This design comes from an exercise in tuning for small area, a short achievable clock period and few clock cycles per item on the open sky130 flow, not from production work. At most, simulation tests tie the RTL to the original design; equivalence was not proved. Power and IR drop assume default switching activity.

==> inputs of pepper <==
==> flow/design.v (excerpt) <==
module HW3_FPMUL_754SP(Clk, Rst, St, FPmplier, FPmcand, Done, Ovf, Unf, FPproduct);
==> flow/config.mk <==
export PLATFORM = sky130hd
export DESIGN_NAME = HW3_FPMUL_754SP
export DESIGN_NICKNAME = HW3_FPMUL_754SP
export VERILOG_FILES = /design/flow/design.v
export SDC_FILE = /design/flow/constraint.sdc
export NUM_CORES = 4
export LEC_CHECK = 0
export CAP_MARGIN = 20
export CORE_MARGIN = 2
export CORE_UTILIZATION = 40
export SETUP_SLACK_MARGIN = 3
export SLEW_MARGIN = 20
export SYNTH_HIERARCHICAL = 1
export SYNTH_MINIMUM_KEEP_SIZE = 0
==> flow/constraint.sdc <==
create_clock -name core_clock -period 8.6 [get_ports {Clk}]
set_input_delay 1.7200 -clock core_clock [delete_from_list [all_inputs] [get_ports {Clk}]]
set_output_delay 1.7200 -clock core_clock [all_outputs]
set_load 0.01 [all_outputs]
standard.sh (not shown) runs the stock make flow with config.mk's settings and CLKGATE_MAP_FILE= SYNTH_SCRIPT=/design/flow/synth_recipe.tcl, a recipe that flattens the netlist after the stock synthesis.
==> flow/flow/run.sh <==
#!/bin/bash
set -euo pipefail
export BUFFER_PORTS_ARGS="-buffer_cell sky130_fd_sc_hd__buf_1"
bash standard.sh > standard.log 2>&1
==> inputs of lagoon, as changes to pepper <==
--- a/flow/config.mk
+++ b/flow/config.mk
@@ -7,7 +7,8 @@
 export LEC_CHECK = 0
 export CAP_MARGIN = 20
 export CORE_MARGIN = 2
-export CORE_UTILIZATION = 40
+export CORE_UTILIZATION = 60
+export PLACE_DENSITY = 0.72
 export SETUP_SLACK_MARGIN = 3
 export SLEW_MARGIN = 20
 export SYNTH_HIERARCHICAL = 1
==> comparison table <==
item	lagoon	pepper
Outcome	no timing/DRC/antenna violations	no timing/DRC/antenna violations
Wire length of the first global-routing pass	74800 um	82400 um
Sw power	3420 uW	3580 uW
Half-perimeter wire length of the detailed placement result	34500 um	38600 um
Number of global-route vias before repair	13400	13800
Switching power as a share of total power	51.2%	52.1%
Total power density per cell area	393 nW/um2	398 nW/um2
Global routing usage on met2	52.1%	39.5%
Average wire length per cell after detail routing	24.1 um	24.2 um
Initial core utilization	60.5%	40.6%
Filler-free cell count of the finished design	2003	2191
Drt total wl	48300 um	53100 um
Sequential fraction of total cell area	9.76%	9.63%
Testbench counts of pepper, summed over its fixed seeds: cycles 12,000, ops 12,000.
Testbench counts of lagoon, summed over its fixed seeds: cycles 12,000, ops 12,000.

* * *

==> inputs of branch violet <==
Another version of the RTL of HW3_FPMUL_754SP (not shown whole).
clock: 8.6 ns
lec_check: 0
cap_margin: 20
core_margin: 2
core_utilization: 40
setup_slack_margin: 0
slew_margin: 20
synth_hierarchical: 1
synth_minimum_keep_size: 0
run.sh (not shown) runs the stock make flow with config.mk's settings and CLKGATE_MAP_FILE= SYNTH_SCRIPT=/design/flow/synth_recipe.tcl, a recipe that flattens the netlist after the stock synthesis.
Stock flow here: none of the scripts above is used.
==> branch xenon: changes against branch violet <==
Settings changed: SETUP_SLACK_MARGIN 0 to 5.
==> branch juniper: changes against branch violet <==
Settings changed: SETUP_SLACK_MARGIN 0 to 3.5.
==> notes.md <==
- The highest design area belongs to branch xenon, the lowest to branch violet.
- Critical path depth is the same in branch xenon and branch juniper.
- Non-clock buffer count, lowest first: branch violet, branch juniper, branch xenon.
- Synthesized area is the same in branch juniper and branch violet.
- Of branch juniper and branch violet, branch juniper has the higher via count (gap about 14%, measured against branch violet).
- Between branch violet and branch xenon, the lower sequential share of layout area is in branch xenon (gap 2.4 points).
- Between branch juniper and branch violet, the lower cell count is in branch violet (gap 8.2%, measured against branch violet).
- The highest combinational power belongs to branch xenon, the lowest to branch violet.
- In flip-flop and latch count, branch xenon and branch violet do not differ.
- Against branch juniper, the global-route usage of branch xenon is higher by 1.8 points.
Testbench counts of branch violet, summed over its fixed seeds: cycles 12,000, ops 12,000.
Testbench counts of branch xenon, summed over its fixed seeds: cycles 12,000, ops 12,000.
Testbench counts of branch juniper, summed over its fixed seeds: cycles 12,000, ops 12,000.

* * *

==> build 85 <==
Another version of the RTL of HW3_FPMUL_754SP (not shown whole).
clock: 8.6 ns
lec_check: 0
cap_margin: 20
core_margin: 2
core_utilization: 40
setup_slack_margin: 4
slew_margin: 20
synth_hierarchical: 1
synth_minimum_keep_size: 0
standard.sh (not shown) runs the stock make flow with config.mk's settings and CLKGATE_MAP_FILE= SYNTH_SCRIPT=/design/flow/synth_recipe.tcl, a recipe that flattens the netlist after the stock synthesis.
Scripts as last shown in full above: flow/flow/run.sh
==> build 44: changes against build 85 <==
SETUP_SLACK_MARGIN = 3   (was 4)
==> trial 63: changes against build 85 <==
SETUP_SLACK_MARGIN = 2   (was 4)
==> comparison table <==
item                                                                         build 44    build 85    trial 63
Status                                               no timing/DRC/antenna violations  no timing/DRC/antenna violations  no timing/DRC/antenna violations
Number of antenna violations at the first check in global routing                   0           1           2
Total half-perimeter wirelength after legalization and detailed placement   40,200 µm   38,660 µm   39,330 µm
Critical path buffer and inverter count                                             3           2           1
Met2 routed WL                                                              24,970 µm   29,160 µm   23,480 µm
Placed Cells                                                                    2,190       2,159       2,183
First-pass GRT wire length                                                  84,190 µm   99,250 µm   81,560 µm
Multi-input logic area                                                     13,950 µm²  16,110 µm²  13,560 µm²
Combinational group share of total power                                        82.0%       87.1%       82.1%
Worst Setup EP                                                                 ry[18]      ry[16]      ry[11]
Non-filler cells, final                                                         2,242       2,415       2,199
Power drawn by the clock network                                             0.410 mW    0.400 mW    0.409 mW
Post-CTS resize count                                                              92         466           0
Internal power summed over all cells                                         3.662 mW    5.430 mW    3.629 mW
Mean routed wirelength per cell                                              24.94 µm    28.06 µm    24.19 µm
Relative contribution of sequential cells to total power                        12.4%        9.0%       12.4%
Power spent charging and discharging nets                                    3.722 mW    4.853 mW    3.737 mW
Flip-flop and latch power                                                    0.916 mW    0.927 mW    0.912 mW
Grt met1 use                                                                   36.04%      40.27%      34.93%
Layout area overhead                                                           13.77%      40.94%      6.659%
Weighted congestion at the end of routability-driven global placement          0.9495      0.9014      0.9251
No functional check of the RTL was part of any run of this note.

* * *

==> job 9880: inputs <==
Another version of the RTL of HW3_FPMUL_754SP (not shown whole).
clock: 8.6 ns
lec_check: 0
cap_margin: 20
core_margin: 2
core_utilization: 60
place_density: 0.72
setup_slack_margin: 3
slew_margin: 20
synth_hierarchical: 1
synth_minimum_keep_size: 0
Scripts as last shown in full above: flow/flow/run.sh
==> job 1251 (differences from job 9880) <==
CORE_UTILIZATION = 40   (was 60)
PLACE_DENSITY = unset   (was 0.72)
==> notes.md <==
- Setup crit end: ry[14]
- GRT Total Usage: 36.5%
- Final core utilization: 64.9%
- Most frequent cells in the layout: xnor2_1, fa_1, a22oi_1, ha_1, buf_1
- Status: no timing/DRC/antenna violations
- Hold WS: 1.51 ns
- Initial antenna violation count: 1
- Clock group: 0.000414 W
- Fillers: 2185
That was job 9880.
==> notes.md <==
- Fillers: 3868
- Top cells by area, synth: fa_1, xnor2_1, a22oi_1, dfxtp_1, ha_1
- Maximum vdd drop: 263 uV
- Status: no timing/DRC/antenna violations
- Syn_nets: 2052
- Synth Area per Inst: 9.83 um2
- Initial antenna violation count: 2
- Clock group: 0.000405 W
- Sequential logic power: 0.000905 W
- GRT Total Usage: 25.5%
- Most frequent cells in the layout: xnor2_1, fa_1, a22oi_1, buf_1, ha_1
- Max reg flops: 35
That was job 1251.
Testbench counts of job 9880, summed over its fixed seeds: cycles 12,000, ops 12,000.
Testbench counts of job 1251, summed over its fixed seeds: cycles 12,000, ops 12,000.

-- port drivers added, routing unchanged --
In the flow no input, the clock included, has a driving cell. The finished layouts below were timed again as built, in two steps.
Step 1 assumes that a clkbuf_16 drives the clock port and a buf_2 every other input.
Step 2, shift: input delay + t, output delay - t, t = (earliest + latest rising clock arrival at the registers) / 2. This alone moves slack from input paths to output paths.
Three values: ideal, step 1, step 2; two values: the first two.
run	shift t [ns]	setup WS [ns]	worst hold slack (ns)	worst slew at a driven data input, ns
pepper	0.419	3.118 / 3.142 / 2.723	1.508 / 1.477 / 1.896	0.08
lagoon	0.401	3.123 / 3.088 / 2.746	1.513 / 1.489 / 1.890	0.04
branch violet	0.421	1.955 / 1.965 / 1.544	1.878 / 1.858 / 2.279	0.05
branch xenon	0.420	3.106 / 3.115 / 2.694	1.687 / 1.675 / 2.095	0.08
branch juniper	0.431	3.240 / 3.241 / 2.810	1.650 / 1.639 / 2.070	0.07
build 85	0.431	3.270 / 3.293 / 2.862	1.489 / 1.456 / 1.888	0.08
build 44	0.422	3.074 / 3.095 / 2.673	1.494 / 1.462 / 1.885	0.03
trial 63	0.412	2.381 / 2.410 / 1.998	1.501 / 1.474 / 1.887	0.04
job 9880	0.401	3.052 / 3.069 / 2.668	1.511 / 1.488 / 1.889	0.04
job 1251	0.407	3.040 / 3.056 / 2.649	1.509 / 1.484 / 1.891	0.05
After both steps setup and hold are still met in every run listed. For branch juniper, which loses most, drivers alone change the setup slack by +0.001 ns; drivers and shift together by -0.430 ns.
